Source: an optimization exercise on an open RTL-to-GDS flow (aim: small area). Production flows keep margins and buffers that such runs may drop. The RTL was checked by simulation tests, not by an equivalence proof against the original design. No activity file was given, so power comes from the tool's default toggle rates.

### design/flow/design.v
module hamming84_encoder(
    input  wire [3:0] data_in,
    output wire [7:0] code_out
);
  wire d0 = data_in[0];
  wire d1 = data_in[1];
  wire d2 = data_in[2];
  wire d3 = data_in[3];
  wire p0 = d0 ^ d1 ^ d3;    
  wire p1 = d0 ^ d2 ^ d3;    
  wire p2 = d1 ^ d2 ^ d3;    
  wire [6:0] h = {d3, d2, d1, p2, d0, p1, p0};
  wire p3 = ^h;              
  assign code_out = {p3, h};
endmodule
module hamming84_decoder(
    input  wire [7:0] code_in,         
    output reg  [3:0] data_out,        
    output reg        error_corrected, 
    output reg        double_error     
);
  wire s0 = code_in[0] ^ code_in[2] ^ code_in[4] ^ code_in[6];   
  wire s1 = code_in[1] ^ code_in[2] ^ code_in[5] ^ code_in[6];   
  wire s2 = code_in[3] ^ code_in[4] ^ code_in[5] ^ code_in[6];   
  wire [2:0] syndrome = {s2, s1, s0};   
  wire overall_parity = ^code_in;       
  wire two_bit_err = (syndrome != 3'b000) && (overall_parity == 1'b0);
  wire single_bit_err = overall_parity == 1'b1;
  reg [7:0] corrected;
  always @* begin
    corrected       = code_in;
    error_corrected = 1'b0;
    double_error    = 1'b0;
    if (two_bit_err) begin
      double_error = 1'b1;
    end
    else if (single_bit_err) begin
      if (syndrome != 3'b000) begin
        corrected[syndrome-1] = ~corrected[syndrome-1];
      end else begin
        corrected[7] = ~corrected[7];
      end
      error_corrected = 1'b1;
    end
    data_out = { corrected[6],   
                 corrected[5],   
                 corrected[4],   
                 corrected[2]    
               };
  end
endmodule
module nibble_splitter(
  input  wire [7:0] data_in,      
  output wire [3:0] low_nibble,   
  output wire [3:0] high_nibble   
);
  assign low_nibble  = data_in[3:0];
  assign high_nibble = data_in[7:4];
endmodule
module bit_joiner #(
  parameter LOW_WIDTH  = 4,
  parameter HIGH_WIDTH = 4
) (
  input  wire [LOW_WIDTH-1:0]  low_bits,
  input  wire [HIGH_WIDTH-1:0] high_bits,
  input  wire                  low_ok,
  input  wire                  high_ok,
  output wire 						 join_ok,
  output wire [LOW_WIDTH+HIGH_WIDTH-1:0] data_out
);
assign data_out = (low_ok && high_ok) ? {high_bits, low_bits} : {LOW_WIDTH+HIGH_WIDTH{1'b0}};
assign join_ok = low_ok & high_ok;
endmodule
module uart_sampling_tick #(
    parameter SYS_FREQ  = 50000000,
    parameter BAUD_RATE = 921600,
    parameter CLOCK     = SYS_FREQ/BAUD_RATE,
    parameter SAMPLE    = 32,
	 parameter BAUD_DVSR = (SYS_FREQ * 2 + SAMPLE * BAUD_RATE) / (2 * SAMPLE * BAUD_RATE)
) (
    input wire      clk, reset_n,
    output wire     s_tick
);
    parameter N = $clog2(BAUD_DVSR);
    reg [N-1:0] cnt_reg;
    wire [N-1:0] cnt_next;
    always @(posedge clk or negedge reset_n) begin
        if (~reset_n) begin
            cnt_reg<=0;
        end
        else cnt_reg <= cnt_next;
    end
    assign cnt_next = (cnt_reg == (BAUD_DVSR-1)) ? 0 : (cnt_reg + 1);
    assign s_tick = (cnt_reg == (BAUD_DVSR-1)) ? 1'b1 : 1'b0;
endmodule
module uart_tx #(
  parameter DATA_SIZE       = 8,
            BIT_COUNT_SIZE  = $clog2(DATA_SIZE+1)
  )  (
  input                         clk, s_tick,  
  input                         reset_n, 
  input                         tx_start,  
  input   [DATA_SIZE - 1 : 0]   data_in,  
  output wire                   tx, 
  output wire                   tx_done_tick        
);
reg [DATA_SIZE-1:0]           TX_shift_reg, TX_shift_next; 
reg [BIT_COUNT_SIZE - 1:0]    bit_count; 
reg [4:0]                     sample_count;
reg                           tx_reg;  
wire [BIT_COUNT_SIZE - 1:0]   bit_count_next;
wire [4:0]                    sample_count_next;
wire                          tx_next;
reg                       load_TX_shift_reg;
reg                       inc_bit_count;
reg                       clr_bit_count;
reg                       inc_sample_count;
reg                       clr_sample_count;
reg                       add_start_bit_tx;
reg                       add_data_bit_tx;
reg                       add_stop_bit_tx;
reg                       shift;
reg                       tx_done;
reg [1:0]                 state, next_state;
localparam [1:0] 
  IDLE      = 2'b00,
  START     = 2'b01,
  DATA      = 2'b10,
  STOP      = 2'b11;
always @(posedge clk or negedge reset_n) begin 
  if(~reset_n) begin
    state <= IDLE;
  end
  else if (s_tick) begin
    state <= next_state;
  end
end
always @(posedge clk or negedge reset_n) begin
  if (~reset_n) begin
    bit_count <= 0;
    sample_count <= 0;
    TX_shift_reg <= {(DATA_SIZE){1'b1}};
    tx_reg <= 1'b1;
  end
  else if (s_tick) begin
    bit_count <= bit_count_next;
    sample_count <= sample_count_next;
    TX_shift_reg <= TX_shift_next;
    tx_reg <= tx_next;
  end
end
assign bit_count_next = (clr_bit_count) ? 0 : (inc_bit_count) ? bit_count + 1'b1 : bit_count;
assign sample_count_next = (clr_sample_count) ? 0 : (inc_sample_count) ? sample_count + 1'b1 : sample_count;
assign tx_next = (add_start_bit_tx) ? 1'b0 : (add_data_bit_tx) ? TX_shift_reg[0] : (add_stop_bit_tx) ? 1'b1 : tx_reg;
always @* begin
  if (load_TX_shift_reg) begin
    TX_shift_next = data_in;
  end
  else if (shift) begin
    TX_shift_next = {1'b1,TX_shift_reg[DATA_SIZE-1:1]};
  end
  else begin
    TX_shift_next = TX_shift_reg;
  end
end
assign tx = tx_reg;  
always @* begin 
  inc_sample_count    = 0;
  clr_sample_count    = 0;
  inc_bit_count       = 0;
  clr_bit_count       = 0;
  load_TX_shift_reg   = 0;
  shift               = 0;
  add_start_bit_tx    = 0;
  add_data_bit_tx     = 0;
  add_stop_bit_tx     = 0;
  tx_done             = 0;
  case (state)
    IDLE: begin
      if (tx_start) begin
        load_TX_shift_reg = 1;
        next_state = START;
      end
      else begin
        next_state = IDLE;
      end
    end
    START: begin
      add_start_bit_tx = 1;
      if (sample_count == 5'd15) begin
        clr_sample_count = 1;
        inc_bit_count = 1;
        next_state = DATA;
      end
      else begin
        inc_sample_count = 1;
        next_state = START;
      end
    end
    DATA: begin
      add_data_bit_tx = 1;
      if (sample_count == 5'd15) begin
        clr_sample_count = 1;
        if (bit_count == 4'd8) begin
          clr_bit_count = 1;
          next_state = STOP;
        end
        else begin
          shift = 1;
          inc_bit_count = 1;
          next_state = DATA;
        end
      end
      else begin
        inc_sample_count = 1;
        next_state = DATA;
      end
    end
    STOP: begin
      add_stop_bit_tx = 1;
      if (sample_count == 5'd31) begin
        clr_sample_count = 1;
        tx_done = 1;
        next_state = IDLE;
      end
      else begin
        inc_sample_count = 1;
        next_state = STOP;
      end    
    end
    default : next_state = IDLE;
  endcase
end
assign tx_done_tick = tx_done;  
endmodule 
module uart_rx #(
  parameter DATA_SIZE       = 8,
            BIT_COUNT_SIZE  = $clog2(DATA_SIZE)
  )  (
  input                         clk, s_tick,  
  input                         reset_n, 
  input                         rx,
  input                         rx_start,
  output [DATA_SIZE- 1:0]       data_out,
  output wire                   rx_done_tick       
);
reg [DATA_SIZE-1:0]         RX_shift_reg, RX_shift_next;
reg [BIT_COUNT_SIZE:0]      bit_count;
reg [3:0]                   sample_count;
wire [BIT_COUNT_SIZE:0]     bit_count_next;
wire [3:0]                  sample_count_next;
reg                       load_RX_shift_reg;
reg                       inc_bit_count;
reg                       clr_bit_count;
reg                       inc_sample_count;
reg                       clr_sample_count;
reg                       shift;
reg                       rx_done;
reg [1:0]                 state, next_state;
assign rx_done_tick = rx_done;
localparam [1:0] 
  IDLE      = 2'b00,
  START     = 2'b01,
  DATA      = 2'b10,
  STOP      = 2'b11;
always @(posedge clk or negedge reset_n) begin 
  if(~reset_n) begin
    state <= IDLE;
  end
  else if (s_tick) begin
    state <= next_state;
  end
end
always @(posedge clk or negedge reset_n) begin
  if (~reset_n) begin
    bit_count <= 0;
    sample_count <= 0;
    RX_shift_reg <= 0;
  end
  else if (s_tick) begin
    bit_count <= bit_count_next;
    sample_count <= sample_count_next;
    RX_shift_reg <= RX_shift_next;
  end
end
assign bit_count_next = (clr_bit_count) ? 0 : (inc_bit_count) ? bit_count + 1'b1 : bit_count;
assign sample_count_next = (clr_sample_count) ? 0 : (inc_sample_count) ? sample_count + 1'b1 : sample_count;
always @* begin
  if (load_RX_shift_reg) begin
    RX_shift_next = RX_shift_reg; 
  end
  else if (shift) begin
    RX_shift_next = {rx,RX_shift_reg[DATA_SIZE-1: 1]};
  end
  else begin
    RX_shift_next = RX_shift_reg;
  end
end
assign data_out = RX_shift_reg;  
always @* begin 
  inc_sample_count    = 0;
  clr_sample_count    = 0;
  inc_bit_count       = 0;
  clr_bit_count       = 0;
  load_RX_shift_reg   = 0;
  shift               = 0;
  rx_done             = 0;
  case (state)
    IDLE: begin
      if (~rx_start) begin
        next_state        = IDLE;
      end
      else begin
        if (rx == 1'b0) begin
          next_state      = START;
        end
        else begin
          next_state      = IDLE;
        end
      end
    end
    START: begin
      if (rx == 1'b1) begin  
        clr_sample_count  = 1'b1;
        next_state        = IDLE;
      end
      else begin
        if (sample_count == 4'd7) begin
          clr_sample_count= 1'b1;
          next_state      = DATA;
        end
        else begin
          inc_sample_count = 1;
          next_state      = START;
        end
      end
    end
    DATA: begin
      if (sample_count == 4'd15) begin
        if (bit_count == 4'd8) begin 
            clr_sample_count  = 1'b1;
            clr_bit_count     = 1'b1;
            next_state  = STOP;
        end
        else begin
            shift           = 1;
            inc_bit_count   = 1;
            clr_sample_count= 1;
            next_state      = DATA;
        end
      end
      else begin
        inc_sample_count    = 1;
        next_state        = DATA;
      end
    end
    STOP: begin
      if (sample_count == 4'd15) begin
        clr_sample_count = 1;
        rx_done = 1;
        next_state = IDLE;
      end
      else begin
        inc_sample_count = 1;
        next_state = STOP;
      end
    end
    default : next_state  = IDLE;
  endcase
end
assign rx_done_tick = rx_done;  
endmodule 
module uart_fifo #(
  parameter DATA_SIZE   = 8,
            SIZE_FIFO   = 16,
            ADDR_WIDTH  = $clog2(SIZE_FIFO)
  )  (
  input                             clk, s_tick,
  input                             reset_n, 
  input  [DATA_SIZE - 1 : 0]        w_data,
  input                             wr,
  input                             rd,
  output  [DATA_SIZE - 1 : 0]       r_data,
  output wire                       full,
  output wire                       empty     
);
reg [DATA_SIZE - 1 : 0]   fifo [SIZE_FIFO - 1 : 0];
reg [ADDR_WIDTH -1:0] w_ptr_reg, w_ptr_next, w_ptr_succ;
reg [ADDR_WIDTH -1:0] r_ptr_reg, r_ptr_next, r_ptr_succ;
reg full_reg, full_next;
reg empty_reg, empty_next;
wire wr_en;
always @(posedge clk or negedge reset_n) begin
  if (~reset_n) begin
    w_ptr_reg <= 0;
    r_ptr_reg <= 0;
    full_reg <= 0;
    empty_reg <= 1;
  end
  else if (s_tick) begin
    if (wr_en) fifo[w_ptr_reg] <= w_data;
    w_ptr_reg <= w_ptr_next;
    r_ptr_reg <= r_ptr_next;
    full_reg <= full_next;
    empty_reg <= empty_next;
  end  
end
assign wr_en = wr & (~full_reg | rd);  
assign full = full_reg;
assign empty = empty_reg;
assign r_data = fifo[r_ptr_reg];
always @(*) begin
  w_ptr_succ = w_ptr_reg + 1'b1;
  r_ptr_succ = r_ptr_reg + 1'b1;
  w_ptr_next = w_ptr_reg;
  r_ptr_next = r_ptr_reg;
  full_next = full_reg;
  empty_next = empty_reg;
  case ({wr, rd}) 
    2'b01: begin  
      if (~empty_reg) begin
        r_ptr_next = r_ptr_succ;
        full_next = 0;
        if (r_ptr_succ == w_ptr_reg) empty_next = 1;
      end
    end
    2'b10: begin  
      if (~full_reg) begin
        w_ptr_next = w_ptr_succ;
        empty_next = 0;
        if (w_ptr_succ == r_ptr_reg) full_next = 1;
      end
    end
    2'b11: begin  
      if (empty_reg) begin  
        w_ptr_next = w_ptr_succ;
        empty_next = 0;
      end
      else begin
        w_ptr_next = w_ptr_succ;
        r_ptr_next = r_ptr_succ;
      end
    end
  endcase
end
endmodule 
module uart_fifo_out #(
  parameter DATA_SIZE   = 10,
            SIZE_FIFO   = 16,
            ADDR_WIDTH  = $clog2(SIZE_FIFO)
  )  (
  input                             clk, s_tick,
  input                             reset_n, 
  input  [DATA_SIZE - 1 : 0]        w_data,
  input                             wr,
  input                             rd,
  output  [DATA_SIZE - 1 : 0]       r_data,
  output wire                       full,
  output wire                       empty     
);
reg [DATA_SIZE - 1 : 0]   fifo [SIZE_FIFO - 1 : 0];
reg [ADDR_WIDTH -1:0] w_ptr_reg, w_ptr_next, w_ptr_succ;
reg [ADDR_WIDTH -1:0] r_ptr_reg, r_ptr_next, r_ptr_succ;
reg full_reg, full_next;
reg empty_reg, empty_next;
wire wr_en;
always @(posedge clk or negedge reset_n) begin
  if (~reset_n) begin
    w_ptr_reg <= 0;
    r_ptr_reg <= 0;
    full_reg <= 0;
    empty_reg <= 1;
  end
  else if (s_tick) begin
    if (wr_en) fifo[w_ptr_reg] <= w_data;
    w_ptr_reg <= w_ptr_next;
    r_ptr_reg <= r_ptr_next;
    full_reg <= full_next;
    empty_reg <= empty_next;
  end  
end
assign wr_en = wr & (~full_reg | rd);  
assign full = full_reg;
assign empty = empty_reg;
assign r_data = fifo[r_ptr_reg];
always @(*) begin
  w_ptr_succ = w_ptr_reg + 1'b1;
  r_ptr_succ = r_ptr_reg + 1'b1;
  w_ptr_next = w_ptr_reg;
  r_ptr_next = r_ptr_reg;
  full_next = full_reg;
  empty_next = empty_reg;
  case ({wr, rd}) 
    2'b01: begin  
      if (~empty_reg) begin
        r_ptr_next = r_ptr_succ;
        full_next = 0;
        if (r_ptr_succ == w_ptr_reg) empty_next = 1;
      end
    end
    2'b10: begin  
      if (~full_reg) begin
        w_ptr_next = w_ptr_succ;
        empty_next = 0;
        if (w_ptr_succ == r_ptr_reg) full_next = 1;
      end
    end
    2'b11: begin  
      if (empty_reg) begin  
        w_ptr_next = w_ptr_succ;
        empty_next = 0;
      end
      else begin
        w_ptr_next = w_ptr_succ;
        r_ptr_next = r_ptr_succ;
      end
    end
  endcase
end
endmodule 
module uart_trans #(
  parameter DATA_SIZE       = 8,
            SIZE_FIFO       = 16,
            SYS_FREQ        = 50000000,
            BAUD_RATE       = 115200, 
            SAMPLE          = 16,
            BAUD_DVSR       = SYS_FREQ/(SAMPLE*BAUD_RATE)
  )  (
  input 	  							trans,
  input                       clk               ,   
  input                       reset_n           ,   
  input       [DATA_SIZE-1:0] bus_data_in       ,   
  output                      tx                ,   
  output      [2:0]           TX_status_register,
  output								wait_request,
  output reg waiting_nibble,
  output								s_tick
);
wire [DATA_SIZE-1:0] tx_data_in;
wire                 tx_done, tx_full, tx_empty;
reg  [3:0]           sub_highlow;     
wire  [DATA_SIZE-1:0] sub_bus_data;    
reg                  highOrLow;       
reg                  fifo_tx_wr;      
wire						tx_start;
wire	[DATA_SIZE-1:0] data_to_be_mod;			
wire [3:0] low_in, high_in;
assign tx_start = !tx_empty;
nibble_splitter splitter (
  .data_in     (bus_data_in),
  .low_nibble  (low_in),
  .high_nibble (high_in)
);
hamming84_encoder en_tx (
  .data_in  (sub_highlow),
  .code_out (sub_bus_data)
);
uart_sampling_tick #(
  .SYS_FREQ  (SYS_FREQ),
  .BAUD_RATE (BAUD_RATE),
  .SAMPLE    (SAMPLE),
  .BAUD_DVSR (BAUD_DVSR)
) uart_sampling_tick_inst (
  .clk      (clk),
  .reset_n  (reset_n),
  .s_tick   (s_tick)
);
uart_tx #(
  .DATA_SIZE (DATA_SIZE)
) uart_tx_inst (
  .clk          (clk),
  .s_tick       (s_tick),
  .reset_n      (reset_n),
  .tx_start     (tx_start),
  .data_in      (tx_data_in),
  .tx           (tx),
  .tx_done_tick (tx_done)
);
uart_fifo #(
  .DATA_SIZE (DATA_SIZE),
  .SIZE_FIFO (SIZE_FIFO)
) uart_fifo_tx (
  .clk     (clk),
  .s_tick  (s_tick),
  .reset_n (reset_n),
  .w_data  (sub_bus_data),
  .r_data  (tx_data_in),  
  .wr      (fifo_tx_wr),
  .rd      (tx_done),
  .full    (tx_full),
  .empty   (tx_empty)
);
always @(posedge clk or negedge reset_n) begin
  if (!reset_n) 
  begin
    highOrLow   <= 0;
    fifo_tx_wr  <= 0;
    sub_highlow <= 0;
	 waiting_nibble <= 1;
  end 
  else
		begin
			if (waiting_nibble == 0)
				waiting_nibble <= 1;
			if(s_tick) 
				begin
				 fifo_tx_wr <= 0;  
				 if (!tx_full&&trans) 
					 begin
						if (!highOrLow) 
							begin
							  sub_highlow <= low_in;
							  fifo_tx_wr  <= 1;
							  highOrLow   <= 1;  
							end 
						else 
							begin
							  sub_highlow <= high_in;
							  fifo_tx_wr  <= 1;
							  highOrLow   <= 0;  
							  waiting_nibble <= 0;
							end
						end
					end
		end
end
assign wait_request = (trans && waiting_nibble) || tx_full;
assign TX_status_register = {tx_done, tx_empty, tx_full};
endmodule
module uart_re#(
  parameter DATA_SIZE       = 8,
            SIZE_FIFO       = 16,
            BIT_COUNT_SIZE  = $clog2(DATA_SIZE+1),
            SYS_FREQ        = 50000000,
            BAUD_RATE       = 115200, 
            CLOCK           = SYS_FREQ/BAUD_RATE,
            SAMPLE          = 16,
            BAUD_DVSR       = SYS_FREQ/(SAMPLE*BAUD_RATE)
  )  (
  input                       clk               ,
  input                       reset_n           ,
  input                       rx                ,
  input								read_en,
  output      [7:0]           out_rx             ,
  output		reg  [7:0]				real_output,
  output      [2:0]           RX_status_register,
  output      [7:0]           rx_data_out,
  output      [3:0]           sub_low_de1,
  output      [3:0]           sub_high_de1,
  output 	  [7:0]           mstate,
  output 	[9:0]				dout,
  output   dout_empty,
  output   wire double_error,
  output   wire error_corrected,
  output      h_ok,
  output 	  l_ok,
  output			join_ok,
  output			s_tick,
  output			wait_request,
  output reg wait_req,
	output reg read_latch
);
wire [DATA_SIZE-1:0] bus_data_out;
wire                 rx_done;
wire                 rx_full;
wire                 rx_empty;
reg                  fifo_rx_rd;
reg [7:0] real_output_reg;
wire double_error_l, double_error_h,  error_corrected_l, error_corrected_h;
reg  [7:0]	         bus_data_out_high;
reg  [7:0]	         bus_data_out_low;
wire  [3:0]           sub_low_de;
wire  [3:0]           sub_high_de;
assign sub_low_de1 = sub_low_de;
assign sub_high_de1 = sub_high_de;
reg  [1:0]           state;
reg low_ok;
reg high_ok;
assign h_ok = high_ok;
assign l_ok = low_ok;
assign double_error = double_error_h || double_error_l;
assign error_corrected = error_corrected_h||error_corrected_l;
assign outrx = out_rx;
assign RX_status_register = {rx_done, rx_empty, rx_full};
wire [9:0] data_in_fifo;
reg condition;
uart_sampling_tick #(
  .SYS_FREQ   (SYS_FREQ),
  .BAUD_RATE  (BAUD_RATE),
  .CLOCK      (CLOCK),
  .SAMPLE     (SAMPLE),
  .BAUD_DVSR  (BAUD_DVSR)
) uart_sampling_tick_inst (
  .clk      (clk),
  .reset_n  (reset_n),
  .s_tick   (s_tick)
);
uart_rx #(
  .DATA_SIZE (DATA_SIZE)
) uart_rx_inst (
  .clk          (clk),
  .s_tick       (s_tick),
  .reset_n      (reset_n),
  .rx_start     (~rx_full),
  .rx           (rx),
  .data_out     (rx_data_out),
  .rx_done_tick (rx_done)
);
uart_fifo #(
  .DATA_SIZE (DATA_SIZE),
  .SIZE_FIFO (SIZE_FIFO)
) uart_fifo_rx (
  .clk     (clk),
  .s_tick  (s_tick),
  .reset_n (reset_n),
  .w_data  (rx_data_out),
  .r_data  (bus_data_out),
  .wr      (rx_done),
  .rd      (fifo_rx_rd),
  .full    (rx_full),
  .empty   (rx_empty)
);
hamming84_decoder rx_high (
  .code_in  (bus_data_out_high),
  .data_out (sub_high_de),
  .error_corrected (error_corrected_h),
  .double_error (double_error_h)
);
hamming84_decoder rx_low (
  .code_in  (bus_data_out_low),
  .data_out (sub_low_de),
  .error_corrected (error_corrected_l),
  .double_error (double_error_l)
);
bit_joiner join_rx (
  .high_ok	 (high_ok),
  .low_ok	 (low_ok),
  .low_bits  (sub_low_de),
  .high_bits (sub_high_de),
  .data_out  (out_rx),
  .join_ok (join_ok)
);
uart_fifo_out #(
  .DATA_SIZE (10),
  .SIZE_FIFO (SIZE_FIFO)
) uart_fifo_out (
  .clk     (clk),
  .s_tick  (s_tick),
  .reset_n (reset_n),
  .w_data  (data_in_fifo),
  .r_data  (dout),
  .wr      (join_ok),
  .rd      (wait_req),
  .full    (),
  .empty   (dout_empty)
);
always @(posedge clk or negedge reset_n) begin
  if (!reset_n) 
	  begin
		 fifo_rx_rd    <= 0;
		 state         <= 4;
		 wait_req 		<= 0;
		 read_latch <= 0;
		 low_ok <= 0;
		 high_ok <= 0;
		 bus_data_out_low <= 0;
		 bus_data_out_high <= 0;
	  end 
  else
	  begin
			if (read_en)
				read_latch <= 1;
				wait_req <= read_latch;	
		  if(s_tick)  
			begin
				read_latch <= 0;
				 fifo_rx_rd <= 0;
				 if (join_ok) 
					 begin 
						 low_ok<=0;high_ok<=0; state <= 0; 
						 bus_data_out_low<=0;
						 bus_data_out_high<=0;
					 end
				 case (state)
					0: begin
					  if (!rx_empty) 
						  begin
							 fifo_rx_rd     <= 1;
							 bus_data_out_low <= bus_data_out;
							 low_ok <=1;
							 state          <= 1;
						  end
						end
					1: begin
					 if(rx_done) 
						 begin 
							state      <= 2;
						 end
						end
					2: begin
					  if (!rx_empty) 
						  begin
								fifo_rx_rd     <= 1;
								bus_data_out_high <= bus_data_out;
								high_ok <=1;
								state          <= 3;
						  end
					end
					3: begin
							state       <= 4;  
						end
				 endcase
			  end
		end
end
assign mstate = state;
	assign wait_request = (read_en && wait_req);
	assign data_in_fifo = {double_error,error_corrected,out_rx};
endmodule
module uart_secded_top (
  input        clk,
  input        reset_n,              
  input        trans,
  input  [7:0] bus_data_in,
  output       tx,
  output [2:0] tx_status,            
  output       wait_request_write,
  input        rx,
  input        read_en,
  output [2:0] rx_status,            
  output       wait_request_read,
  output [9:0] rx_dout,              
  output       rx_valid              
);
  reg  [4:0] tcnt;
  wire       tick = (tcnt == 5'd19);
  always @(posedge clk or negedge reset_n)
    if (!reset_n) tcnt <= 5'd0;
    else          tcnt <= tick ? 5'd0 : {tcnt[3:0], ~(tcnt[4] ^ tcnt[2])};
  function [3:0] db4(input [3:0] q);
    db4 = {q[2:0], q[3] ^ q[2] ^ (q[2:0] == 3'd0)};
  endfunction
  reg       hol;           
  reg       twr;           
  reg [3:0] nib;
  wire      tx_full, tx_empty, tx_done;
  wire      take = tick & trans & ~tx_full;
  always @(posedge clk or negedge reset_n)
    if (!reset_n) begin
      hol <= 1'b0;
      twr <= 1'b0;
    end else begin
      if (tick) twr <= trans & ~tx_full;
      if (take) hol <= ~hol;
    end
  always @(posedge clk)
    if (take) nib <= hol ? bus_data_in[7:4] : bus_data_in[3:0];
  wire wn = (tcnt == 5'd0) & twr & ~hol;
  assign wait_request_write = (trans & ~wn) | tx_full;
  reg [63:0] tr;
  reg [3:0]  twp, trp;
  reg        tfull, tempty;
  wire       tpush = twr & (~tfull | tx_done);
  wire       tpop  = tx_done & ~tempty;
  wire       tins  = tpush & (twp == 4'd15);
  always @(posedge clk)
    tr <= {tr[59:0], tins ? nib : tr[63:60]};
  always @(posedge clk or negedge reset_n)
    if (!reset_n) begin
      twp <= 4'd0; trp <= 4'd0; tfull <= 1'b0; tempty <= 1'b1;
    end else begin
      twp <= twp + {2'd0, tick & tpush, ~(tick & tpush)};
      trp <= trp + {2'd0, tick & tpop,  ~(tick & tpop)};
      if (tick) begin
        if (tpush & ~tpop) begin
          tempty <= 1'b0;
          tfull  <= (twp + 4'd1 == trp);
        end
        if (tpop & ~tpush) begin
          tfull  <= 1'b0;
          tempty <= (trp + 4'd1 == twp);
        end
      end
    end
  assign tx_full  = tfull;
  assign tx_empty = tempty;
  reg [3:0] tph, tsc;
  reg       txr;
  reg       txbit;
  wire       t_idle  = (tph == 4'd0);
  wire       t_start = (tph == 4'd5);
  wire       t_stop  = (tph[3:1] == 3'd7);
  wire       t_data  = ~t_idle & ~t_start & ~t_stop;
  wire       t_end   = (tsc == 4'd8);
  assign tx_done = (tph == 4'd15) & t_end;
  wire [3:0] hd = tr[63:60];
  wire [7:0] code = {hd[0] ^ hd[1] ^ hd[2], hd[3], hd[2], hd[1],
                     hd[1] ^ hd[2] ^ hd[3], hd[0],
                     hd[0] ^ hd[2] ^ hd[3], hd[0] ^ hd[1] ^ hd[3]};
  wire [3:0] tbi = tph - 4'd6;
  always @(posedge clk)
    if (t_data & (trp == 4'd15)) txbit <= code[tbi[2:0]];
  always @(posedge clk or negedge reset_n)
    if (!reset_n) begin
      tph <= 4'd0; tsc <= 4'd0; txr <= 1'b1;
    end else if (tick) begin
      if (t_idle) begin
        tph <= tempty ? 4'd0 : 4'd5;
        tsc <= 4'd0;
      end else begin
        if (t_end) tph <= tph + 4'd1;
        tsc <= db4(tsc);
      end
      txr <= ~t_start & (~t_data | txbit);
    end
  assign tx        = txr;
  assign tx_status = {tx_done, tx_empty, tx_full};
  reg [3:0] rph, rsc;
  reg [7:0] rsh;
  wire      r_idle  = (rph == 4'd0);
  wire      r_start = (rph == 4'd5);
  wire      r_end   = (rsc == 4'd8);
  wire      rx_done = (rph == 4'd15) & r_end;
  always @(posedge clk or negedge reset_n)
    if (!reset_n) begin
      rph <= 4'd0; rsc <= 4'd0;
    end else if (tick) begin
      if (r_idle) begin
        rph <= rx ? 4'd0 : 4'd5;
        rsc <= 4'd10;
      end else if (r_start & rx) begin
        rph <= 4'd0;
      end else begin
        if (r_end) rph <= rph + 4'd1;
        rsc <= db4(rsc);
      end
    end
  always @(posedge clk)
    if (tick & r_end & (rph >= 4'd6) & (rph <= 4'd13)) rsh <= {rx, rsh[7:1]};
  wire s0 = rsh[0] ^ rsh[2] ^ rsh[4] ^ rsh[6];
  wire s1 = rsh[1] ^ rsh[2] ^ rsh[5] ^ rsh[6];
  wire s2 = rsh[3] ^ rsh[4] ^ rsh[5] ^ rsh[6];
  wire [2:0] syn = {s2, s1, s0};
  wire par = ^rsh;
  wire de  = (syn != 3'd0) & ~par;
  wire ec  = par;
  wire [3:0] dd = {rsh[6] ^ (par & (syn == 3'd7)),
                   rsh[5] ^ (par & (syn == 3'd6)),
                   rsh[4] ^ (par & (syn == 3'd5)),
                   rsh[2] ^ (par & (syn == 3'd3))};
  reg       d1, d2;        
  reg       hph;           
  reg [5:0] lo;            
  always @(posedge clk or negedge reset_n)
    if (!reset_n) begin
      d1 <= 1'b0; d2 <= 1'b0; hph <= 1'b0;
    end else if (tick) begin
      d1 <= rx_done;
      d2 <= d1;
      if (d1) hph <= ~hph;
    end
  always @(posedge clk)
    if (tick & d1 & ~hph) lo <= {de, ec, dd};
  wire       join_ok = d2 & ~hph;
  wire [9:0] wdata   = {de | lo[5], ec | lo[4], dd, lo[3:0]};
  assign rx_status = {rx_done, ~(d1 | d2), 1'b0};
  reg rlatch, wreq;
  always @(posedge clk or negedge reset_n)
    if (!reset_n) begin
      rlatch <= 1'b0; wreq <= 1'b0;
    end else begin
      rlatch <= ~tick & (read_en | rlatch);
      wreq   <= rlatch;
    end
  assign wait_request_read = read_en & wreq;
  reg [139:0] orr;
  reg [9:0]   hd_q, nx_q;
  reg [4:0]   ocnt;            
  reg [3:0]   rwp, rrp;        
  reg         nfetch, opend;
  wire        ofull  = ocnt[4];
  wire        oempty = (ocnt == 5'd0);
  wire        opush  = join_ok & (~ofull | wreq);
  wire        opop   = wreq & ~oempty;
  wire        c0     = oempty;
  wire        c1     = (ocnt == 5'd1);
  wire        c2     = (ocnt == 5'd2);
  wire        rpush  = opush & ~c0 & ~(c1 & opop);
  wire        fetch  = nfetch & (rrp == 4'd13);
  wire        oins   = (join_ok & ~ofull & (rwp == 4'd13)) | (opend & (rwp == 4'd0));
  always @(posedge clk)
    orr <= {orr[129:0], oins ? wdata : orr[139:130]};
  always @(posedge clk) begin
    if (tick & (c0 & opush | c1 & opush & opop)) hd_q <= wdata;
    else if (tick & opop & ~c1)                  hd_q <= nx_q;
    if (fetch) nx_q <= orr[139:130];
  end
  function [3:0] inc14(input [3:0] p, input two);
    case (p)
      4'd12:   inc14 = two ? 4'd0 : 4'd13;
      4'd13:   inc14 = two ? 4'd1 : 4'd0;
      default: inc14 = p + (two ? 4'd2 : 4'd1);
    endcase
  endfunction
  always @(posedge clk or negedge reset_n)
    if (!reset_n) begin
      ocnt <= 5'd0; rwp <= 4'd0; rrp <= 4'd0; nfetch <= 1'b0; opend <= 1'b0;
    end else begin
      rwp <= inc14(rwp, tick & rpush);
      rrp <= inc14(rrp, fetch);
      if (tick & (opop ? ~c1 & ~(c2 & ~opush) : c1 & opush)) nfetch <= 1'b1;
      else if (fetch)                                 nfetch <= 1'b0;
      if (tick & join_ok & ofull & wreq) opend <= 1'b1;
      else if (rwp == 4'd0)              opend <= 1'b0;
      if (tick) ocnt <= ocnt + {4'd0, opush & ~opop} - {4'd0, opop & ~opush};
    end
  assign rx_dout  = hd_q;
  assign rx_valid = ~oempty;
endmodule
### design/flow/flow/run.sh
#!/bin/bash
# Standard ORFS layout with smaller port buffers and a leaner clock tree.
set -euo pipefail
export BUFFER_PORTS_ARGS="-buffer_cell sky130_fd_sc_hd__buf_1"
export CTS_ARGS="-sink_clustering_enable -repair_clock_nets -buf_list sky130_fd_sc_hd__clkbuf_4 -root_buf sky130_fd_sc_hd__clkbuf_8 -sink_clustering_size 10 -sink_clustering_max_diameter 40 -dont_use_dummy_load"
bash standard.sh > standard.log 2>&1
### design/flow/standard.sh
#!/bin/bash
# synth_recipe.tcl (not shown) runs the flow's synth.tcl, then flattens the netlist and writes it again
# the make line also repeats each setting of config.mk as NAME=value (left out here)
make -C /OpenROAD-flow-scripts/flow DESIGN_CONFIG=/design/flow/config.mk WORK_HOME=/design/flow/orfs CLKGATE_MAP_FILE= SYNTH_SCRIPT=/design/flow/synth_recipe.tcl "${@:-finish}"
### design/flow/config.mk
export PLATFORM = sky130hd
export DESIGN_NAME = uart_secded_top
export DESIGN_NICKNAME = uart_secded_top
export VERILOG_FILES = /design/flow/design.v
export SDC_FILE = /design/flow/constraint.sdc
export NUM_CORES = 4
export LEC_CHECK = 0
export CAP_MARGIN = 20
export CORE_MARGIN = 2
export CORE_UTILIZATION = 40
export SLEW_MARGIN = 20
### design/flow/constraint.sdc
create_clock -name core_clock -period 20.0 [get_ports {clk}]
set_input_delay 4.0000 -clock core_clock [delete_from_list [all_inputs] [get_ports {clk}]]
set_output_delay 4.0000 -clock core_clock [all_outputs]
set_load 0.01 [all_outputs]
==> out/qor.log, run 1 <==
[finish] diode insertion count for antenna repair 0
[sta] worst setup skew after layout 56.3 ps
[cts] clk root buf sky130_fd_sc_hd__clkbuf_8
[floorplan] Die Ht 156 um
[sta] Max Clk Rate 120 MHz
[sta] final hold violations 0
[finish] area of all placed cells without fillers 0.0100 sq mm
[power] maximum vdd ir drop 0.0000420 V
[critical_path] category of the worst setup path capture point output pin
[synthesis] portion of the post-synthesis area used by sequential elements 0.717
[floorplan] Die Footprint 0.0243 sq mm
[floorplan] die width 156 um
[sta] transition time at the pin with the least slew margin 990 ps
[sta] post-route setup TNS 0 ps
[finish] commonest cells after routing, fill and taps aside sky130_fd_sc_hd__dfxtp_1, sky130_fd_sc_hd__dfrtp_1, sky130_fd_sc_hd__nand2_1, sky130_fd_sc_hd__inv_1, sky130_fd_sc_hd__edfxtp_1
[route] DRC errors left 0
[synthesis] Yosys cell types 63
[placement] DP HPWL 9.25 mm
[global_routing] number of global-route vias before repair 5169
[worst_hold_path] Min-Delay Path Class reg -> reg
[global_routing] met1 Usage GRT 0.156
[sta] unrepaired setup endpoints after global routing no
[finish] share of post-route cells with drive strength above 1 0.114
[sta] max-slew violations 0
[cts] Clock H-tree levels 2
[placement] post-detailed-placement cell area 0.00965 sq mm
[critical_path] data arrival at the endpoint of the critical path 4360 ps
[global_routing] GRT Max-Usage Layer met2
[cts] TritonCTS Buffers 42
[synthesis] Synth Register Bits 297
[floorplan] floorplan core area 0.0226 sq mm
[floorplan] number of placement rows 55
[route] number of nets still failing antenna checks after routing 0
[sta] slew margin rel. 0.339
[critical_path] critical path data required time 16000 ps
[floorplan] starting density of the core 0.407
[synthesis] Ys Warns 1
[global_routing] met3 track utilization from global routing 0.0356
[power] leakage power 4.14 nW
[global_routing] M2 GR Usage 0.198
[finish] area delta synth->final 8.45%
[sta] worst hold-check slack 279 ps
[cts] clk slew on worst S/H paths 90 ps
[synthesis] EDFF count, synth 39
[synthesis] mapped cell area 0.00922 sq mm
[global_routing] total overflow reported by the global router 0
[power] cell area power density 88.9 mW/mm^2
[global_routing] initial antenna violation count 0
[route] overall via count from detail_route 4868
[route] ratio of routed vias to standard cells 4.76
[cts] number of sinks on the clock net 297
[synthesis] FFs w/ async S/R, synth 0.182
[critical_path] crit path max fanout 2
[global_routing] maximum number of pins on one net before global-route repair 55
[sta] final worst path period share 0.418
[outcome] run status timing/DRC/antenna clean
[synthesis] Synth Net Count 724
[cts] Post-CTS Hold Fix Bufs 0
[route] initial drt markers 230
[finish] net count of the finished layout 787
[route] final WL 14.0 mm
[route] WL per Instance 13.7 um
[global_routing] overall routing resource usage 0.123
[synthesis] Syn Inst Count 677
[sta] worst setup margin 11640 ps
[global_routing] wire length of the first global-routing pass 24.3 mm
[floorplan] number of primary I/O pins 33
[synthesis] mean cell area of the mapped netlist 13.6 sq um
[cts] clock tree from TritonCTS yes
[cts] clock latency of the later-clocked register in the worst-skew pair 520 ps
[sta] post-route minimum period 8360 ps
[cts] number of buffers inserted to repair setup after CTS 0
[synthesis] Post-synth top flop sky130_fd_sc_hd__dfxtp_1
[flow_run] number of max-cap violations 0
[critical_path] CP Class in -> out
[finish] most common library cell in the layout ignoring fill and taps sky130_fd_sc_hd__dfxtp_1
[sta] Setup Viol. Count Final 0
[placement] Placer Congestion 0.802
[cts] quantity of gates resized following cts 0
[critical_path] startpoint type of the worst setup path input port
[route] number of detailed-routing iterations run before antenna repair 4
[placement] setup slack at placement 11630 ps
[cts] Clock Path Buffers 3
[power] Design Power 0.889 mW
[placement] count of port buffers added during placement 31
==> Yosys cell counts, types with 2 or more instances <==
cell type / instances / area, sq um
sky130_fd_sc_hd__xnor2_1: 23 / 201
sky130_fd_sc_hd__nand2b_1: 4 / 25.0
sky130_fd_sc_hd__nand3b_1: 2 / 15.0
sky130_fd_sc_hd__o211ai_1: 3 / 22.5
sky130_fd_sc_hd__nand2_1: 47 / 176
sky130_fd_sc_hd__nor2_1: 25 / 93.8
sky130_fd_sc_hd__xnor2_2: 2 / 32.5
sky130_fd_sc_hd__a21o_1: 4 / 30.0
sky130_fd_sc_hd__dfrtp_1: 52 / 1300
sky130_fd_sc_hd__a31oi_1: 4 / 25.0
sky130_fd_sc_hd__o31ai_1: 2 / 15.0
sky130_fd_sc_hd__inv_1: 40 / 150
sky130_fd_sc_hd__ha_1: 30 / 375
sky130_fd_sc_hd__o22a_1: 4 / 35.0
sky130_fd_sc_hd__dfstp_2: 2 / 52.6
sky130_fd_sc_hd__nand4_1: 6 / 37.5
sky130_fd_sc_hd__o22ai_1: 3 / 18.8
sky130_fd_sc_hd__xor2_2: 2 / 32.5
sky130_fd_sc_hd__edfxtp_1: 39 / 1170
sky130_fd_sc_hd__a21oi_1: 11 / 55.1
sky130_fd_sc_hd__xor2_1: 16 / 140
sky130_fd_sc_hd__nor3b_1: 3 / 22.5
sky130_fd_sc_hd__or4_1: 3 / 22.5
sky130_fd_sc_hd__a211o_1: 2 / 17.5
sky130_fd_sc_hd__a211oi_1: 4 / 30.0
sky130_fd_sc_hd__fa_1: 4 / 80.1
sky130_fd_sc_hd__nand3_1: 13 / 65.1
sky130_fd_sc_hd__mux2_2: 22 / 248
sky130_fd_sc_hd__a32oi_1: 2 / 17.5
sky130_fd_sc_hd__dfxtp_1: 204 / 4080
sky130_fd_sc_hd__clkbuf_1: 11 / 41.3
sky130_fd_sc_hd__or3_1: 3 / 18.8
sky130_fd_sc_hd__and3_1: 4 / 25.0
sky130_fd_sc_hd__nor2b_1: 7 / 43.8
sky130_fd_sc_hd__nor3_1: 5 / 25.0
sky130_fd_sc_hd__and2_1: 4 / 25.0
sky130_fd_sc_hd__buf_4: 5 / 37.5
sky130_fd_sc_hd__o21ai_1: 5 / 25.0
sky130_fd_sc_hd__o21ai_0: 31 / 155
==> final cells by class <==
type / instances / area [sq um]
timing repair buffer: 36 / 155
tap: 285 / 357
clock buffer: 42 / 347
multi-input combinational: 322 / 2380
inverter: 41 / 154
fill: 2051 / 12600
sequential: 297 / 6610
==> stage by stage <==
stage                     instances  utilization
after global routing           1023        0.442
after CTS                      1023        0.442
after detailed placement        981        0.426
after global placement          981        0.426
after floorplan                 677            -
final                          1023        0.442
==> report_power, final <==
group	switching [mW]	internal, mW	total (mW)
clock	0.171	0.108	0.280
sequential	0.000374	0.604	0.605
combinational	0.00331	0.00169	0.00500
==> path summary, 6_finish.rpt <==
| path | startpoint | endpoint | slack (ps) | cells past startpoint |
|---|---|---|---|---|
| setup reg to reg | ocnt[3] | ocnt[4] | 16810 | 14 |
| hold / removal | orr[103] | orr[113] | 280 | 0 |
| setup / recovery | trans | wait_request_write | 11640 | 3 |
| min in group asynchronous | reset_n | tfull | 3610 | 2 |
| hold reg to reg | orr[103] | orr[113] | 280 | 0 |
| max in group asynchronous | reset_n | trp[0] | 15870 | 2 |
==> registers in the layout, indices dropped and copies added (netlist names), 4 cells and up <==
signal / cells
ocnt: 5
rsh: 8
rsc: 4
tsc: 4
nx_q: 10
rph: 4
twp: 4
tr: 64
trp: 4
tph: 4
orr: 140
lo: 6
nib: 4
rrp: 4
rwp: 4
tcnt: 5
hd_q: 10
==> critical path, stage by stage <==
cell and delay, ps:
sky130_fd_sc_hd__buf_1 100, sky130_fd_sc_hd__a21o_1 120, sky130_fd_sc_hd__buf_1 150
==> kinds of logic (layout without fill, tap and decap cells) <==
| family | count (synthesis) | in the layout | synth area share |
|---|---|---|---|
| buf+inv | 58 | 119 | 0.0258 |
| simple gates | 135 | 135 | 0.0730 |
| compound gates | 84 | 84 | 0.0573 |
| mux | 24 | 24 | 0.0304 |
| fa+ha+maj | 34 | 34 | 0.0494 |
| other cells | 1 | 1 | 0.000407 |
| flops | 297 | 297 | 0.717 |
| xor+xnor | 44 | 44 | 0.0471 |
==> metal layers <==
layer / part of all wire / vias to the layer above
met4: 0.024 / 0
met2: 0.47 / 124
li1: - / 2395
met5: 0 / -
met1: 0.45 / 2314
met3: 0.057 / 35
==> inputs of run 2 (changes only) <==
--- a/design/flow/flow/run.sh
+++ b/design/flow/flow/run.sh
@@ -4,3 +4,4 @@
 export BUFFER_PORTS_ARGS="-buffer_cell sky130_fd_sc_hd__buf_1"
 export CTS_ARGS="-sink_clustering_enable -repair_clock_nets -buf_list sky130_fd_sc_hd__clkbuf_4 -root_buf sky130_fd_sc_hd__clkbuf_8 -sink_clustering_size 10 -sink_clustering_max_diameter 40 -dont_use_dummy_load"
+export RECOVER_POWER=100
 bash standard.sh > standard.log 2>&1
==> out/qor.log, run 2 <==
[cts] quantity of gates resized following cts 0 [unchanged]
[cts] clock tree from TritonCTS yes [unchanged]
[placement] DP HPWL 9.25 mm [unchanged]
[sta] post-route minimum period 8370 ps [was 8360 ps]
[synthesis] Ys Warns 1 [unchanged]
[critical_path] launching instance or port of the critical path trans [unchanged]
[synthesis] mean cell area of the mapped netlist 13.6 sq um [unchanged]
[critical_path] worst stage delay on the critical path 150 ps [about the same]
[critical_path] count of cell instances traversed by the critical path 3 [unchanged]
[cts] TritonCTS Buffers 42 [unchanged]
[sta] max-slew violations 66 [was 0]
[critical_path] top cell family by delay on the critical path buffers and inverters [unchanged]
[critical_path] category of the worst setup path capture point output pin [unchanged]
[synthesis] Synth Net Count 724 [unchanged]
[finish] most common library cell in the layout ignoring fill and taps sky130_fd_sc_hd__dfxtp_1 [unchanged]
[finish] number of filler instances in the final layout 2066 [was 2051]
[critical_path] data arrival at the endpoint of the critical path 4370 ps [was 4360 ps]
[sta] final worst path period share 0.418 [about the same]
[critical_path] reg2reg start ocnt[3] [unchanged]
[synthesis] EDFF count, synth 39 [unchanged]
[route] ratio of routed vias to standard cells 4.75 [was 4.76]
[floorplan] number of placement rows 55 [unchanged]
[synthesis] XOR/XNOR share of the synthesized area 0.0471 [unchanged]
[floorplan] starting density of the core 0.407 [unchanged]
[floorplan] Die Ht 156 um [unchanged]
[finish] share of post-route cells with drive strength above 1 0.0949 [was 0.114]
[critical_path] Top cell by count, worst path sky130_fd_sc_hd__buf_1 [unchanged]
[global_routing] initial antenna violation count 0 [unchanged]
[route] number of detailed-routing iterations run before antenna repair 5 [was 4]
[critical_path] highest-delay cell along the critical path sky130_fd_sc_hd__buf_1 [unchanged]
[critical_path] Reg-to-Reg End ocnt[4] [unchanged]
[outcome] layout violations max-capacitance violations, max-slew violations
[synthesis] leading post-synthesis cells by cell area sky130_fd_sc_hd__dfxtp_1, sky130_fd_sc_hd__dfrtp_1, sky130_fd_sc_hd__edfxtp_1 [unchanged]
[cts] number of buffers inserted to repair setup after CTS 0 [unchanged]
[sta] slew margin rel. -0.962 [was 0.339]
[synthesis] Syn Inst Count 677 [unchanged]
[placement] count of port buffers added during placement 31 [unchanged]
[synthesis] most frequent cell after synthesis sky130_fd_sc_hd__dfxtp_1 [unchanged]
[critical_path] startpoint type of the worst setup path input port [unchanged]
[placement] number of placed instances with taps included 981 [unchanged]
[sta] Setup Viol. Count Final 0 [unchanged]
[route] final WL 14.0 mm [about the same]
[critical_path] cells traversed along the worst timing path buf_1 -> a21o_1 -> buf_1 [unchanged]
[global_routing] number of global-route vias before repair 5169 [unchanged]
[synthesis] area share of the leading cell type in the synthesized netlist 0.443 [unchanged]
[finish] largest registers orr x140, tr x64 [unchanged]
[synthesis] mapped cell area 0.00922 sq mm [unchanged]
[finish] register with the highest flop count orr [unchanged]
[floorplan] number of primary I/O pins 33 [unchanged]
[synthesis] adder-cell share of the synthesized area 0.0494 [unchanged]
[finish] net count of the finished layout 787 [unchanged]
[power] maximum vdd ir drop 0.0000420 V [unchanged]
[critical_path] capture point of the critical path wait_request_write [unchanged]
[route] DRC errors left 0 [unchanged]
[floorplan] Die Footprint 0.0243 sq mm [unchanged]
[sta] unrepaired setup endpoints after global routing no [unchanged]
[sta] Max Clk Rate 120 MHz [about the same]
[cts] number of sinks on the clock net 297 [unchanged]
[critical_path] crit path max fanout 2 [unchanged]
[critical_path] worst r2r path cells 14 [unchanged]
[finish] area delta synth->final 7.88% [was 8.45%]
[synthesis] portion of the post-synthesis area used by sequential elements 0.717 [unchanged]
[cts] clock latency of the later-clocked register in the worst-skew pair 520 ps [about the same]
[flow_run] number of max-cap violations 2 [was 0]
[cts] Post-CTS Hold Fix Bufs 0 [unchanged]
[synthesis] multiplexer fraction of the synthesized cell area 0.0304 [unchanged]
[floorplan] floorplan core area 0.0226 sq mm [unchanged]
[synthesis] Yosys cell types 63 [unchanged]
[global_routing] overall routing resource usage 0.123 [unchanged]
[critical_path] critical path data required time 16000 ps [about the same]
[synthesis] FFs w/ async S/R, synth 0.182 [unchanged]
[power] leakage power 4.12 nW [was 4.14 nW]
[synthesis] post-synth top area cell sky130_fd_sc_hd__dfxtp_1 [unchanged]
[route] initial drt markers 221 [was 230]
[cts] Clock H-tree levels 2 [unchanged]
[finish] number of standard cells in the final layout excluding fillers 1023 [unchanged]
[placement] Placer Congestion 0.802 [unchanged]
[outcome] run status finished with violations [was timing/DRC/antenna clean]
[finish] commonest cells after routing, fill and taps aside sky130_fd_sc_hd__dfxtp_1, sky130_fd_sc_hd__dfrtp_1, sky130_fd_sc_hd__nand2_1, sky130_fd_sc_hd__inv_1, sky130_fd_sc_hd__edfxtp_1 [unchanged]
[critical_path] flop2flop setup slack 16810 ps [about the same]
[route] overall via count from detail_route 4861 [was 4868]
[critical_path] CP Class in -> out [unchanged]
[synthesis] Post-synth top flop sky130_fd_sc_hd__dfxtp_1 [unchanged]
[global_routing] maximum number of pins on one net before global-route repair 55 [unchanged]
[cts] clk root buf sky130_fd_sc_hd__clkbuf_8 [unchanged]
[sta] worst setup skew after layout 57.1 ps [was 56.3 ps]
[worst_hold_path] Min-Delay Path Class reg -> reg [unchanged]
[cts] clk slew on worst S/H paths 100 ps [was 90 ps]
[route] number of nets still failing antenna checks after routing 0 [unchanged]
[synthesis] combinational family with the most area after synthesis simple AND/OR/NAND/NOR gates [unchanged]
[route] WL per Instance 13.6 um [was 13.7 um]
[global_routing] wire length of the first global-routing pass 24.3 mm [unchanged]
[power] Design Power 0.889 mW [about the same]
[sta] post-route setup TNS 0 ps [unchanged]
[finish] diode insertion count for antenna repair 0 [unchanged]
[synthesis] commonest cells in the netlist sky130_fd_sc_hd__dfxtp_1, sky130_fd_sc_hd__dfrtp_1, sky130_fd_sc_hd__nand2_1 [unchanged]
[synthesis] fraction of the mapped netlist area in simple logic gates 0.0730 [unchanged]
[critical_path] Bufs and invs on worst path 2 [unchanged]
[floorplan] die width 156 um [unchanged]
[sta] final hold violations 0 [unchanged]
[sta] transition time at the pin with the least slew margin 2940 ps [was 990 ps]
[global_routing] total overflow reported by the global router 0 [unchanged]
[cts] Clock Path Buffers 3 [unchanged]
[synthesis] synthesized-area fraction occupied by ao, oa, aoi and oai cells 0.0573 [unchanged]
[finish] flip-flop count of the largest register, all copies and words added 140 [unchanged]
[power] cell area power density 89.4 mW/mm^2 [was 88.9 mW/mm^2]
[synthesis] Synth Register Bits 297 [unchanged]
==> run 2: worst min path at each step <==
stage	startpoint	end	slack [ps]	cells after the start
5_1_grt	orr[53]	orr[63]	270	0
6_report	orr[103]	orr[113]	280	0
4_1_cts	orr[103]	orr[113]	280	0
2_1_floorplan	orr[90]	orr[100]	310	0
3_3_place_gp	orr[126]	orr[136]	310	0
3_5_place_dp	orr[99]	orr[109]	310	0
==> run 2: layer usage <==
layer / up-vias / global-route usage / wire [um]
met1: 2308 / 0.156 / 6240
li1: 2393 / - / -
met2: 125 / 0.198 / 6540
met5: - / 0 / 0
met3: 35 / 0.0356 / 842
met4: 0 / 0.0542 / 336
==> run 2: stage by stage <==
stage          utilization  instance area (sq um)  worst slack (ps)  hold slack [ps]
6_report             0.439                   9950             11630              279
5_1_grt              0.439                   9950             11580              271
4_1_cts              0.442                  10000             11630              278
3_5_place_dp         0.426                   9650             11630              312
3_3_place_gp         0.426                   9650             11650              311
2_1_floorplan            -                   9220             11830              310
==> run 2: kinds of logic after synthesis <==
family / count (synthesis)
flip-flops: 297
AND/OR/NAND/NOR: 135
AO/OA/AOI/OAI: 84
buffers and inverters: 58
XOR/XNOR: 44
adder cells (fa/ha/maj): 34
multiplexers: 24
other: 1
==> run 2: cell type report <==
cell class	instances	area (sq um)	share of cell area
multi-input cells	322	2350	0.236
clock buffers	42	347	0.0348
repair buffers	36	136	0.0137
well taps	285	357	0.0358
flip-flops and latches	297	6610	0.664
inverters	41	154	0.0155
==> run 2: report_power, final <==
part / switching (mW) / internal (mW)
Combinational: 0.00327 / 0.00158
Clock: 0.171 / 0.108
Sequential: 0.000372 / 0.604
Total: 0.175 / 0.714
==> inputs of run 3 (changes only) <==
==> design/flow/flow/run.sh (replaced) <==
#!/bin/bash
# Standard ORFS layout with smaller port buffers and a leaner clock tree.
set -euo pipefail
export BUFFER_PORTS_ARGS="-buffer_cell sky130_fd_sc_hd__buf_1"
export CTS_ARGS="-sink_clustering_enable -repair_clock_nets -buf_list sky130_fd_sc_hd__clkbuf_4 -root_buf sky130_fd_sc_hd__clkbuf_4 -tree_buf sky130_fd_sc_hd__clkbuf_4 -sink_clustering_size 10 -sink_clustering_max_diameter 40 -dont_use_dummy_load"
bash standard.sh > standard.log 2>&1
==> out/qor.log, run 3 <==
[floorplan] number of primary I/O pins 33 [unchanged]
[route] overall via count from detail_route 4899 [was 4861]
[finish] net count of the finished layout 787 [unchanged]
[synthesis] area share of the leading cell type in the synthesized netlist 0.443 [unchanged]
[finish] number of filler instances in the final layout 2058 [was 2066]
[finish] register with the highest flop count orr [unchanged]
[synthesis] Post-synth top flop sky130_fd_sc_hd__dfxtp_1 [unchanged]
[power] leakage power 4.13 nW [was 4.12 nW]
[critical_path] flop2flop setup slack 16810 ps [about the same]
[power] switching part of the total power 0.198 [was 0.197]
[power] net switching power 0.174 mW [was 0.175 mW]
[sta] transition time at the pin with the least slew margin 991 ps [was 2940 ps]
[sta] max-slew violations 0 [was 66]
[cts] clock tree from TritonCTS yes [unchanged]
[critical_path] worst r2r path cells 14 [unchanged]
[sta] worst setup margin 11640 ps [was 11630 ps]
[finish] final core occ 0.440 [was 0.439]
[critical_path] critical path data required time 16000 ps [about the same]
[finish] number of standard cells in the final layout excluding fillers 1024 [was 1023]
[route] number of nets still failing antenna checks after routing 0 [unchanged]
[global_routing] M2 GR Usage 0.198 [about the same]
[flow_run] number of max-cap violations 0 [was 2]
[global_routing] maximum number of pins on one net before global-route repair 55 [unchanged]
[worst_hold_path] end point of the most critical hold path orr[113] [unchanged]
[cts] clock latency of the later-clocked register in the worst-skew pair 640 ps [was 520 ps]
[cts] clk root buf sky130_fd_sc_hd__clkbuf_4 [was sky130_fd_sc_hd__clkbuf_8]
[floorplan] Die Footprint 0.0243 sq mm [unchanged]
[route] initial drt markers 262 [was 221]
[critical_path] top cell family by delay on the critical path buffers and inverters [unchanged]
[critical_path] crit path max fanout 2 [unchanged]
[global_routing] initial antenna violation count 1 [was 0]
[critical_path] reg2reg start ocnt[3] [unchanged]
[placement] post-detailed-placement cell area 0.00965 sq mm [unchanged]
[sta] worst hold-check slack 279 ps [about the same]
[cts] Post-CTS Hold Fix Bufs 0 [unchanged]
[cts] Clock Path Buffers 3 [unchanged]
[finish] share of post-route cells with drive strength above 1 0.114 [was 0.0949]
[synthesis] commonest cells in the netlist sky130_fd_sc_hd__dfxtp_1, sky130_fd_sc_hd__dfrtp_1, sky130_fd_sc_hd__nand2_1 [unchanged]
[critical_path] Bufs and invs on worst path 2 [unchanged]
[placement] setup slack at placement 11630 ps [unchanged]
[global_routing] wire length of the first global-routing pass 24.3 mm [about the same]
[worst_hold_path] Min-Delay Path Class reg -> reg [unchanged]
[power] share of total power in combinational logic 0.006 [was 0.005]
[global_routing] met1 Usage GRT 0.156 [about the same]
[finish] most common library cell in the layout ignoring fill and taps sky130_fd_sc_hd__dfxtp_1 [unchanged]
[synthesis] FFs w/ async S/R, synth 0.182 [unchanged]
[global_routing] number of global-route vias before repair 5162 [was 5169]
[critical_path] cells traversed along the worst timing path buf_1 -> a21o_1 -> buf_1 [unchanged]
[placement] number of placed instances with taps included 981 [unchanged]
[global_routing] total overflow reported by the global router 0 [unchanged]
[synthesis] Syn Inst Count 677 [unchanged]
[sta] Setup Viol. Count Final 0 [unchanged]
[cts] number of sinks on the clock net 297 [unchanged]
[critical_path] data arrival at the endpoint of the critical path 4360 ps [was 4370 ps]
[worst_hold_path] worst hold path depth 0 [unchanged]
[cts] Clock H-tree levels 2 [unchanged]
[synthesis] mapped cell area 0.00922 sq mm [unchanged]
[finish] area delta synth->final 8.14% [was 7.88%]
[finish] largest registers orr x140, tr x64 [unchanged]
[placement] count of port buffers added during placement 31 [unchanged]
[synthesis] EDFF count, synth 39 [unchanged]
[route] DRC errors left 0 [unchanged]
[synthesis] leading post-synthesis cells by cell area sky130_fd_sc_hd__dfxtp_1, sky130_fd_sc_hd__dfrtp_1, sky130_fd_sc_hd__edfxtp_1 [unchanged]
[floorplan] starting density of the core 0.407 [unchanged]
[critical_path] highest-delay cell along the critical path sky130_fd_sc_hd__buf_1 [unchanged]
[synthesis] Synth Register Bits 297 [unchanged]
[finish] commonest cells after routing, fill and taps aside sky130_fd_sc_hd__dfxtp_1, sky130_fd_sc_hd__dfrtp_1, sky130_fd_sc_hd__nand2_1, sky130_fd_sc_hd__clkbuf_4, sky130_fd_sc_hd__inv_1 [was sky130_fd_sc_hd__dfxtp_1, sky130_fd_sc_hd__dfrtp_1, sky130_fd_sc_hd__nand2_1, sky130_fd_sc_hd__inv_1, sky130_fd_sc_hd__edfxtp_1]
[sta] unrepaired setup endpoints after global routing no [unchanged]
[power] cell area power density 87.9 mW/mm^2 [was 89.4 mW/mm^2]
[power] clock share of power 0.304 [was 0.315]
[synthesis] Synth Net Count 724 [unchanged]
[synthesis] most frequent cell after synthesis sky130_fd_sc_hd__dfxtp_1 [unchanged]
[synthesis] Ys Warns 1 [unchanged]
[floorplan] die width 156 um [unchanged]
[floorplan] Die Ht 156 um [unchanged]
[sta] final worst path period share 0.418 [about the same]
[global_routing] overall routing resource usage 0.124 [was 0.123]
[critical_path] worst stage delay on the critical path 150 ps [about the same]
[cts] TritonCTS Buffers 42 [unchanged]
[synthesis] portion of the post-synthesis area used by sequential elements 0.717 [unchanged]
[critical_path] category of the worst setup path capture point output pin [unchanged]
[placement] Placer Congestion 0.802 [unchanged]
[sta] Max Clk Rate 120 MHz [about the same]
[finish] flip-flop count of the largest register, all copies and words added 140 [unchanged]
[cts] quantity of gates resized following cts 0 [unchanged]
[power] internal power consumption 0.703 mW [was 0.714 mW]
[floorplan] floorplan core area 0.0226 sq mm [unchanged]
[power] share of total power in sequential cells 0.690 [was 0.680]
[cts] number of buffers inserted to repair setup after CTS 0 [unchanged]
[critical_path] startpoint type of the worst setup path input port [unchanged]
[sta] worst setup skew after layout 65.6 ps [was 57.1 ps]
[critical_path] CP Class in -> out [unchanged]
[route] final WL 14.1 mm [was 14.0 mm]
[global_routing] GRT Max-Usage Layer met2 [unchanged]
[route] WL per Instance 13.7 um [was 13.6 um]
[sta] final hold violations 0 [unchanged]
[power] Design Power 0.876 mW [was 0.889 mW]
[outcome] run status timing/DRC/antenna clean [was finished with violations]
[synthesis] post-synth top area cell sky130_fd_sc_hd__dfxtp_1 [unchanged]
[sta] slew margin rel. 0.338 [was -0.962]
[sta] post-route setup TNS 0 ps [unchanged]
[cts] clk slew on worst S/H paths 100 ps [about the same]
[synthesis] mean cell area of the mapped netlist 13.6 sq um [unchanged]
[critical_path] Top cell by count, worst path sky130_fd_sc_hd__buf_1 [unchanged]
[worst_hold_path] hold wc startpoint orr[103] [unchanged]
[synthesis] Yosys cell types 63 [unchanged]
[route] number of detailed-routing iterations run before antenna repair 4 [was 5]
[route] ratio of routed vias to standard cells 4.78 [was 4.75]
[finish] area of all placed cells without fillers 0.00997 sq mm [was 0.00995 sq mm]
[power] maximum vdd ir drop 0.0000420 V [about the same]
[critical_path] Reg-to-Reg End ocnt[4] [unchanged]
[global_routing] met3 track utilization from global routing 0.0353 [was 0.0356]
[sta] post-route minimum period 8360 ps [was 8370 ps]
[placement] DP HPWL 9.25 mm [unchanged]
[floorplan] number of placement rows 55 [unchanged]
## run 3: layout make-up
class | instances | area [sq um] | area share
antenna | 1 | 2.50 | 0.000251
timing repair buffer | 36 | 155 | 0.0156
sequential | 297 | 6610 | 0.663
tap | 285 | 357 | 0.0358
multi-input combinational | 322 | 2380 | 0.239
clock buffer | 42 | 315 | 0.0316
inverter | 41 | 154 | 0.0154
## run 3: how the worst max path moves through the flow
stage / from / to / slack [ps] / cells past startpoint
2_1_floorplan: trans / wait_request_write / 11830 / 1
3_3_place_gp: read_en / wait_request_read / 11650 / 3
3_5_place_dp: trans / wait_request_write / 11630 / 3
4_1_cts: trans / wait_request_write / 11630 / 3
5_1_grt: read_en / wait_request_read / 11600 / 3
6_report: trans / wait_request_write / 11640 / 3
## run 3: kinds of logic after synthesis
kind of cell	Yosys count	synth area share
AO/OA/AOI/OAI	84	0.0573
XOR/XNOR	44	0.0471
adder cells (fa/ha/maj)	34	0.0494
buffers and inverters	58	0.0258
flip-flops	297	0.717
multiplexers	24	0.0304
other	1	0.000407
AND/OR/NAND/NOR	135	0.0730
## run 3: routing by layer
metal | vias up | part of all wire
li1 | 2397 | -
met1 | 2325 | 0.45
met2 | 146 | 0.47
met3 | 31 | 0.058
met4 | 0 | 0.022
met5 | - | 0
## run 3: power groups by stage
stage / Clock (mW) / Sequential [mW] / Combinational, mW
2_1_floorplan: 0 / 0.618 / 0.00182
3_3_place_gp: 0 / 0.618 / 0.00498
3_5_place_dp: 0 / 0.618 / 0.00519
4_1_cts: 0.285 / 0.605 / 0.00525
5_1_grt: 0.310 / 0.605 / 0.00594
6_report: 0.267 / 0.605 / 0.00501
==> inputs of run 4 (changes only) <==
==> design/flow/flow/run.sh (replaced) <==
#!/bin/bash
# The standard ORFS layout (standard.sh), with three changes:
#  * synthesis maps with an area-oriented ABC script (flow/abc_area.script)
#    in place of ORFS's speed script; everything else in synthesis is
#    unchanged, so the registers are those of the standard synthesis;
#  * port buffers are sky130_fd_sc_hd__buf_1;
#  * the clock tree is built from clkbuf_4 cells in clusters of up to 10
#    sinks, without dummy loads.
# Each tool's output is in orfs/logs/...; make's output is in standard.log.
set -euo pipefail
HERE=$(pwd)
rm -rf "$HERE/scripts"
cp -r "$FLOW_HOME/scripts" "$HERE/scripts"
cp "$HERE/flow/abc_area.script" "$HERE/scripts/abc_speed.script"
export SCRIPTS_DIR="$HERE/scripts"
export BUFFER_PORTS_ARGS="-buffer_cell sky130_fd_sc_hd__buf_1"
export CTS_ARGS="-sink_clustering_enable -repair_clock_nets -buf_list sky130_fd_sc_hd__clkbuf_4 -root_buf sky130_fd_sc_hd__clkbuf_4 -tree_buf sky130_fd_sc_hd__clkbuf_4 -sink_clustering_size 10 -sink_clustering_max_diameter 40 -dont_use_dummy_load"
bash standard.sh > standard.log 2>&1
==> design/flow/flow/abc_area.script (new file) <==
&get -n
&st
&syn2
&dch
&nf -R 1000 -p -a -F 8 -A 8
&put
topo
dnsize -c
==> out/qor.log, run 4 <==
[sta] worst setup skew after layout 90.2 ps [was 65.6 ps]
[critical_path] worst r2r path cells 14 [unchanged]
[floorplan] floorplan core area 0.0219 sq mm [was 0.0226 sq mm]
[global_routing] initial antenna violation count 0 [was 1]
[cts] Clock Path Buffers 3 [unchanged]
[finish] area delta synth->final 8.40% [was 8.14%]
[route] initial drt markers 219 [was 262]
[power] share of total power in sequential cells 0.694 [was 0.690]
[synthesis] post-synth top area cell sky130_fd_sc_hd__dfxtp_1 [unchanged]
[route] ratio of routed vias to standard cells 4.73 [was 4.78]
[synthesis] Synth Register Bits 297 [unchanged]
[global_routing] total overflow reported by the global router 0 [unchanged]
[sta] Setup Viol. Count Final 0 [unchanged]
[synthesis] mean cell area of the mapped netlist 13.6 sq um [about the same]
[synthesis] Synth Net Count 708 [was 724]
[power] share of total power in combinational logic 0.006 [about the same]
[critical_path] CP Class in -> out [unchanged]
[finish] area of all placed cells without fillers 0.00972 sq mm [was 0.00997 sq mm]
[flow_run] number of max-cap violations 0 [unchanged]
[global_routing] maximum number of pins on one net before global-route repair 55 [unchanged]
[critical_path] flop2flop setup slack 17140 ps [was 16810 ps]
[floorplan] Die Footprint 0.0236 sq mm [was 0.0243 sq mm]
[cts] number of sinks on the clock net 297 [unchanged]
[finish] most common library cell in the layout ignoring fill and taps sky130_fd_sc_hd__dfxtp_1 [unchanged]
[finish] register with the highest flop count orr [unchanged]
[critical_path] reg2reg start ocnt[2] [was ocnt[3]]
[finish] commonest cells after routing, fill and taps aside sky130_fd_sc_hd__dfxtp_1, sky130_fd_sc_hd__dfrtp_1, sky130_fd_sc_hd__nand2_1, sky130_fd_sc_hd__o21ai_0 [was sky130_fd_sc_hd__dfxtp_1, sky130_fd_sc_hd__dfrtp_1, sky130_fd_sc_hd__nand2_1, sky130_fd_sc_hd__clkbuf_4, sky130_fd_sc_hd__inv_1]
[power] maximum vdd ir drop 0.0000412 V [was 0.0000420 V]
[floorplan] starting density of the core 0.410 [was 0.407]
[synthesis] most frequent cell after synthesis sky130_fd_sc_hd__dfxtp_1 [unchanged]
[synthesis] portion of the post-synthesis area used by sequential elements 0.737 [was 0.717]
[worst_hold_path] hold wc startpoint orr[67] [was orr[103]]
[critical_path] startpoint type of the worst setup path input port [unchanged]
[synthesis] mapped cell area 0.00897 sq mm [was 0.00922 sq mm]
[finish] footprint of the flip-flops and latches 0.00661 sq mm [unchanged]
[power] switching part of the total power 0.201 [was 0.198]
[sta] final hold violations 0 [unchanged]
[outcome] run status timing/DRC/antenna clean [unchanged]
[synthesis] leading post-synthesis cells by cell area sky130_fd_sc_hd__dfxtp_1, sky130_fd_sc_hd__dfrtp_1, sky130_fd_sc_hd__edfxtp_1 [unchanged]
[finish] net count of the finished layout 778 [was 787]
[floorplan] number of primary I/O pins 33 [unchanged]
[worst_hold_path] Min-Delay Path Class reg -> reg [unchanged]
[sta] worst hold-check slack 276 ps [was 279 ps]
[power] cell area power density 89.6 mW/mm^2 [was 87.9 mW/mm^2]
[sta] post-route minimum period 8360 ps [about the same]
[finish] largest registers orr x140, tr x64 [unchanged]
[critical_path] crit path max fanout 2 [unchanged]
[synthesis] commonest cells in the netlist sky130_fd_sc_hd__dfxtp_1, sky130_fd_sc_hd__dfrtp_1, sky130_fd_sc_hd__nand2_1 [unchanged]
[sta] max-slew violations 0 [unchanged]
[run 4: cell count changes in the layout (fill, tap and decap cells not counted), sizes merged, moves of 5 or more]
cell,delta
inv,-41
a211oi,-5
nor2,+6
clkinv,+39
mux2,-5
a21oi,+14
xor2,-8
[run 4: through the flow]
step / power, mW / cells / setup WS (ps)
6_report: 0.871 / 1009 / 11640
2_1_floorplan: 0.619 / 661 / 11830
5_1_grt: 0.913 / 1009 / 11580
3_3_place_gp: 0.623 / 970 / 11630
4_1_cts: 0.889 / 1009 / 11620
3_5_place_dp: 0.623 / 970 / 11630
[run 4: final cells by class]
type | count | area share
inverter | 39 | 0.0151
multi-input combinational | 318 | 0.223
tap | 280 | 0.0360
sequential | 297 | 0.680
clock buffer | 39 | 0.0301
timing repair buffer | 36 | 0.0160
[run 4: power groups by stage]
stage / Clock [mW] / Sequential (mW) / Combinational [mW]
final: 0.262 / 0.604 / 0.00486
after global routing: 0.303 / 0.605 / 0.00569
after CTS: 0.279 / 0.604 / 0.00512
after detailed placement: 0 / 0.618 / 0.00506
after global placement: 0 / 0.618 / 0.00488
after floorplan: 0 / 0.618 / 0.00144
[run 4: critical path: stages]
cell and delay (ps):
sky130_fd_sc_hd__buf_1 100, sky130_fd_sc_hd__a21o_1 120, sky130_fd_sc_hd__buf_1 150
[run 4: how the worst max path moves through the flow]
stage	start	to	slack, ps	cells past startpoint
after floorplan	read_en	wait_request_read	11830	1
after global placement	read_en	wait_request_read	11630	3
after detailed placement	trans	wait_request_write	11630	3
after CTS	trans	wait_request_write	11620	3
after global routing	trans	wait_request_write	11580	3
final	trans	wait_request_write	11640	3
[run 4: kinds of logic after synthesis]
group / after synthesis / synth area share
buffers and inverters: 46 / 0.0214
AOI/OAI and AO/OA: 89 / 0.0568
muxes: 18 / 0.0225
xor gates and xnor gates: 39 / 0.0381
adders and majority gates: 34 / 0.0508
DFF: 297 / 0.737
and+or+nand+nor: 137 / 0.0730
other: 1 / 0.000418
[run 4: routing by layer]
metal  share of wire  track usage
met1            0.45        0.152
met2            0.47        0.199
met3           0.050       0.0333
met4           0.027       0.0498
met5               0            0

Re-timed with assumed drivers on the ports (clkbuf_16 on the clock, buf_2 on other inputs), run 4 has 11.612 ns of setup slack against 11.635 ns with ideal ports, and 11.612 ns once port delays also move by the mid clock arrival of 0.625 ns.
